Background: an optimization exercise with open tools, aiming at small area. Do not read the settings as production practice.
Where RTL was checked, it was by simulation tests only, not by an equivalence proof against the original.
No activity file was given, so power comes from the tool's default toggle rates.

==> 09-28 <==
// b15
module b15(BE_n, Address, W_R_n, D_C_n, M_IO_n, ADS_n, Datai, Datao, CLOCK, NA_n, BS16_n, READY_n, HOLD, RESET);
clock: 10.0 ns
lec_check: 0
cap_margin: 5
core_margin: 2
core_utilization: 75
place_density: 0.85
slew_margin: 5
standard.sh (not shown) runs the stock make flow with config.mk's settings and CLKGATE_MAP_FILE= SYNTH_SCRIPT=/design/flow/synth_recipe.tcl, a recipe that flattens the netlist after the stock synthesis.
==> flow/flow/run.sh <==
#!/bin/bash
set -euo pipefail
export BUFFER_PORTS_ARGS="-buffer_cell sky130_fd_sc_hd__buf_1"
export CTS_ARGS="-sink_clustering_enable -repair_clock_nets -dont_use_dummy_load -buf_list sky130_fd_sc_hd__clkbuf_8 -sink_clustering_size 16 -sink_clustering_max_diameter 50"
bash standard.sh > standard.log 2>&1
==> inputs of 08-08, as changes to 09-28 <==
--- a/flow/design.v
+++ b/flow/design.v
@@ -70,16 +70,16 @@
 output reg [3:0] BE_n;
 output [31:0] Address;
 output reg W_R_n;
 output reg D_C_n;
 output reg M_IO_n;
 output reg ADS_n;
 output [31:0] Datao;
-localparam [2:0] StateInit = 3'd0, StateTi = 3'd1, StateT1 = 3'd2, StateT1P = 3'd3,
-                 StateT2 = 3'd4, StateTh = 3'd5, StateT2P = 3'd6, StateT2I = 3'd7;
+localparam [2:0] StateInit = 3'd0, StateTi = 3'd1, StateT1 = 3'd2, StateT2 = 3'd3,
+                 StateT1P = 3'd4, StateTh = 3'd5, StateT2P = 3'd6, StateT2I = 3'd7;
 localparam [3:0] Si = 4'd0, S1 = 4'd1, S2 = 4'd2, S3 = 4'd3, S4 = 4'd4,
                  S5 = 4'd5, S6 = 4'd6, S7 = 4'd7, S8 = 4'd8, S9 = 4'd9;
 reg [29:0] Addr;           
 reg [30:0] Dout;           
 assign Address = {2'b00, Addr};
 assign Datao = {1'b0, Dout};
 reg [2:0] State;
@@ -182,15 +182,15 @@
   endcase
 end
 wire [7:0] T [0:7];
 wire [7:0] R [0:4];
 genvar gi;
 generate
   for (gi = 0; gi < 8; gi = gi + 1) begin : g_t
-    if (gi < 2) begin : g3
+    if (gi < 3) begin : g3
       assign T[gi] = Rd[3] ? (Rd[2] ? Q[gi + 12] : Q[gi + 8])
                            : (Rd[2] ? Q[gi + 4]  : Q[gi]);
     end else if (gi < 7) begin : g2
       assign T[gi] = Rd[3] ? Q[gi + 8] : (Rd[2] ? Q[gi + 4] : Q[gi]);
     end else begin : g1    
       assign T[gi] = Rd[2] ? Q[gi + 4] : Q[gi];
     end
- CAP_MARGIN: 5 -> 0
- SLEW_MARGIN: 5 -> 0
==> comparison table <==
quantity                                                                    08-08     09-28
Placed wire-length estimate after detailed placement                     62800 µm  57800 µm
Start of the worst register-to-register path                                Rd[2]     Rd[3]
Largest driver fanout on the critical path                                     46        33
Post-synthesis sequential area ratio                                        38.0%     38.0%
Cell-internal power                                                       4.14 mW   4.03 mW
Library cell contributing the largest single delay on the critical path   dfrtp_4     inv_2
Share of Yosys cell area claimed by the top area cell type                  22.5%     22.4%
Clock buf/inv share                                                         2.11%     1.95%
Post-route insts no fill                                                     3101      3063
Combined global-route utilization of all metal layers                       47.2%     42.9%
Power after layout                                                        8.34 mW   7.85 mW
Maximum number of pins on one net before global-route repair                  121       111
Power attributed to combinational cells                                   4.80 mW   4.43 mW
Run status                                               timing/DRC/antenna clean  timing/DRC/antenna clean
Only the layout flow was run in 09-28; the RTL was not checked for function there.

========
==> job 7917: inputs <==
Another version of the RTL of b15 (not shown whole).
==> flow/design.v (excerpt) <==
module b15(BE_n, Address, W_R_n, D_C_n, M_IO_n, ADS_n, Datai, Datao, CLOCK, NA_n, BS16_n, READY_n, HOLD, RESET);
==> flow/config.mk <==
export PLATFORM = sky130hd
export DESIGN_NAME = b15
export DESIGN_NICKNAME = b15
export VERILOG_FILES = /design/flow/design.v
export SDC_FILE = /design/flow/constraint.sdc
export NUM_CORES = 4
export LEC_CHECK = 0
export CAP_MARGIN = 20
export CORE_MARGIN = 2
export CORE_UTILIZATION = 75
export CTS_BUF_LIST = sky130_fd_sc_hd__clkbuf_16
export CTS_CLUSTER_DIAMETER = 80
export CTS_CLUSTER_SIZE = 30
export PLACE_DENSITY = 0.85
export SLEW_MARGIN = 20
==> flow/constraint.sdc <==
create_clock -name core_clock -period 10.0 [get_ports {CLOCK}]
set_input_delay 2.0000 -clock core_clock [delete_from_list [all_inputs] [get_ports {CLOCK}]]
set_output_delay 2.0000 -clock core_clock [all_outputs]
set_load 0.01 [all_outputs]
run.sh (not shown) runs the stock make flow with config.mk's settings and CLKGATE_MAP_FILE= SYNTH_SCRIPT=/design/flow/synth_recipe.tcl, a recipe that flattens the netlist after the stock synthesis.
Stock flow here: none of the scripts above is used.
==> job 2928: changes against job 7917 <==
==> flow/config.mk (replaced) <==
export PLATFORM = sky130hd
export DESIGN_NAME = b15
export DESIGN_NICKNAME = b15
export VERILOG_FILES = /design/flow/design.v
export SDC_FILE = /design/flow/constraint.sdc
export NUM_CORES = 4
export LEC_CHECK = 0
export CAP_MARGIN = 20
export CORE_MARGIN = 2
export CORE_UTILIZATION = 65
export PLACE_DENSITY = 0.75
export SLEW_MARGIN = 20
==> job 2743: changes against job 7917 <==
==> flow/flow/run.sh (new file) <==
#!/bin/bash
set -euo pipefail
export BUFFER_PORTS_ARGS="-buffer_cell sky130_fd_sc_hd__buf_1"
export CTS_ARGS="-sink_clustering_enable -repair_clock_nets -dont_use_dummy_load -buf_list sky130_fd_sc_hd__clkbuf_16 -sink_clustering_size 20 -sink_clustering_max_diameter 60"
export RECOVER_POWER=100
bash standard.sh > standard.log 2>&1
==> flow/standard.sh (new file) <==
#!/bin/bash
# synth_recipe.tcl (not shown) runs the flow's synth.tcl, then flattens the netlist and writes it again
# the make line also repeats each setting of config.mk as NAME=value (left out here)
make -C /OpenROAD-flow-scripts/flow DESIGN_CONFIG=/design/flow/config.mk WORK_HOME=/design/flow/orfs CLKGATE_MAP_FILE= SYNTH_SCRIPT=/design/flow/synth_recipe.tcl "${@:-finish}"
--- a/flow/config.mk
+++ b/flow/config.mk
@@ -9,7 +9,4 @@
 export CORE_MARGIN = 2
 export CORE_UTILIZATION = 75
-export CTS_BUF_LIST = sky130_fd_sc_hd__clkbuf_16
-export CTS_CLUSTER_DIAMETER = 80
-export CTS_CLUSTER_SIZE = 30
 export PLACE_DENSITY = 0.85
 export SLEW_MARGIN = 20
removed: flow/run.sh
==> results.txt <==
| quantity | job 2743 | job 2928 | job 7917 |
|---|---|---|---|
| Delay of the slowest cell on the worst path | 0.93 ns | 0.82 ns | 0.97 ns |
| Number of global-route vias before repair | 21570 | 20790 | 21310 |
| Placed cell area | 0.02628 mm2 | 0.02707 mm2 | 0.02695 mm2 |
| Fraction of layout cells with a size suffix above 1 | 0.08410 | 0.1102 | 0.09744 |
| Die Height | 188.8 um | 202.5 um | 188.8 um |
| Post-route cell area | 0.02697 mm2 | 0.02851 mm2 | 0.02766 mm2 |
| Later-pin clock latency in the skew report | 0.61 ns | 0.59 ns | 0.57 ns |
| Global Route met3 Usage | 0.08847 | 0.06934 | 0.07581 |
| Run status | complete, but fails checks | complete, no violations | complete, no violations |
| Layout check failures | max-capacitance violations, max-slew violations | - | - |
| Global routing usage on met1 | 0.5458 | 0.4908 | 0.5375 |
| Power spent charging and discharging nets | 3.957 mW | 3.983 mW | 3.964 mW |
| Peak ir drop on the vdd network | 0.2558 mV | 0.1970 mV | 0.3189 mV |
| Synthesis-to-finish area growth | 5.301% | 11.33% | 8.013% |
| Maximum level of the CTS H-tree | 1 | 2 | 1 |
| Well-Tap Cells | 448 | 518 | 448 |
| Number of buffers created by CTS | 31 | 42 | 20 |
| Area share of buffers outside the clock network | 0.02455 | 0.04994 | 0.04858 |
| Uppermost metal layer occupied by signal nets | met4 | met5 | met4 |

static timing again, ports no longer ideal:
The flow's constraints put no driver on any port. The routed layouts listed below were extracted and timed again, unchanged, in two steps.
Step 1 assumes that a clkbuf_16 drives the clock port and a buf_2 every other input.
Step 2 adds t to the input delays and takes it off the output delays; t is the mean of the earliest and latest rising clock arrival at the registers after step 1. Input paths then give back, and output paths get back, about the clock's delay inside the block.
Three values: no drivers, after step 1, after step 2; two values: the first two.
run	t (ns)	slack for setup (ns)	worst hold slack (ns)	worst slew at a driven data input, ns	cell pins on the clock port's net
09-28	0.665	1.259 / 1.259 / 1.259	0.433 / 0.433 / 0.433	0.03	1
08-08	0.706	0.638 / 0.638 / 0.638	0.423 / 0.423 / 0.423	0.04	1
job 7917	0.611	0.900 / 0.900 / 0.900	0.441 / 0.441 / 0.441	0.05	1
job 2928	0.637	1.195 / 1.195 / 1.195	0.416 / 0.416 / 0.416	0.05	1
job 2743	0.639	0.865 / 0.865 / 0.865	0.426 / 0.426 / 0.426	0.04	1
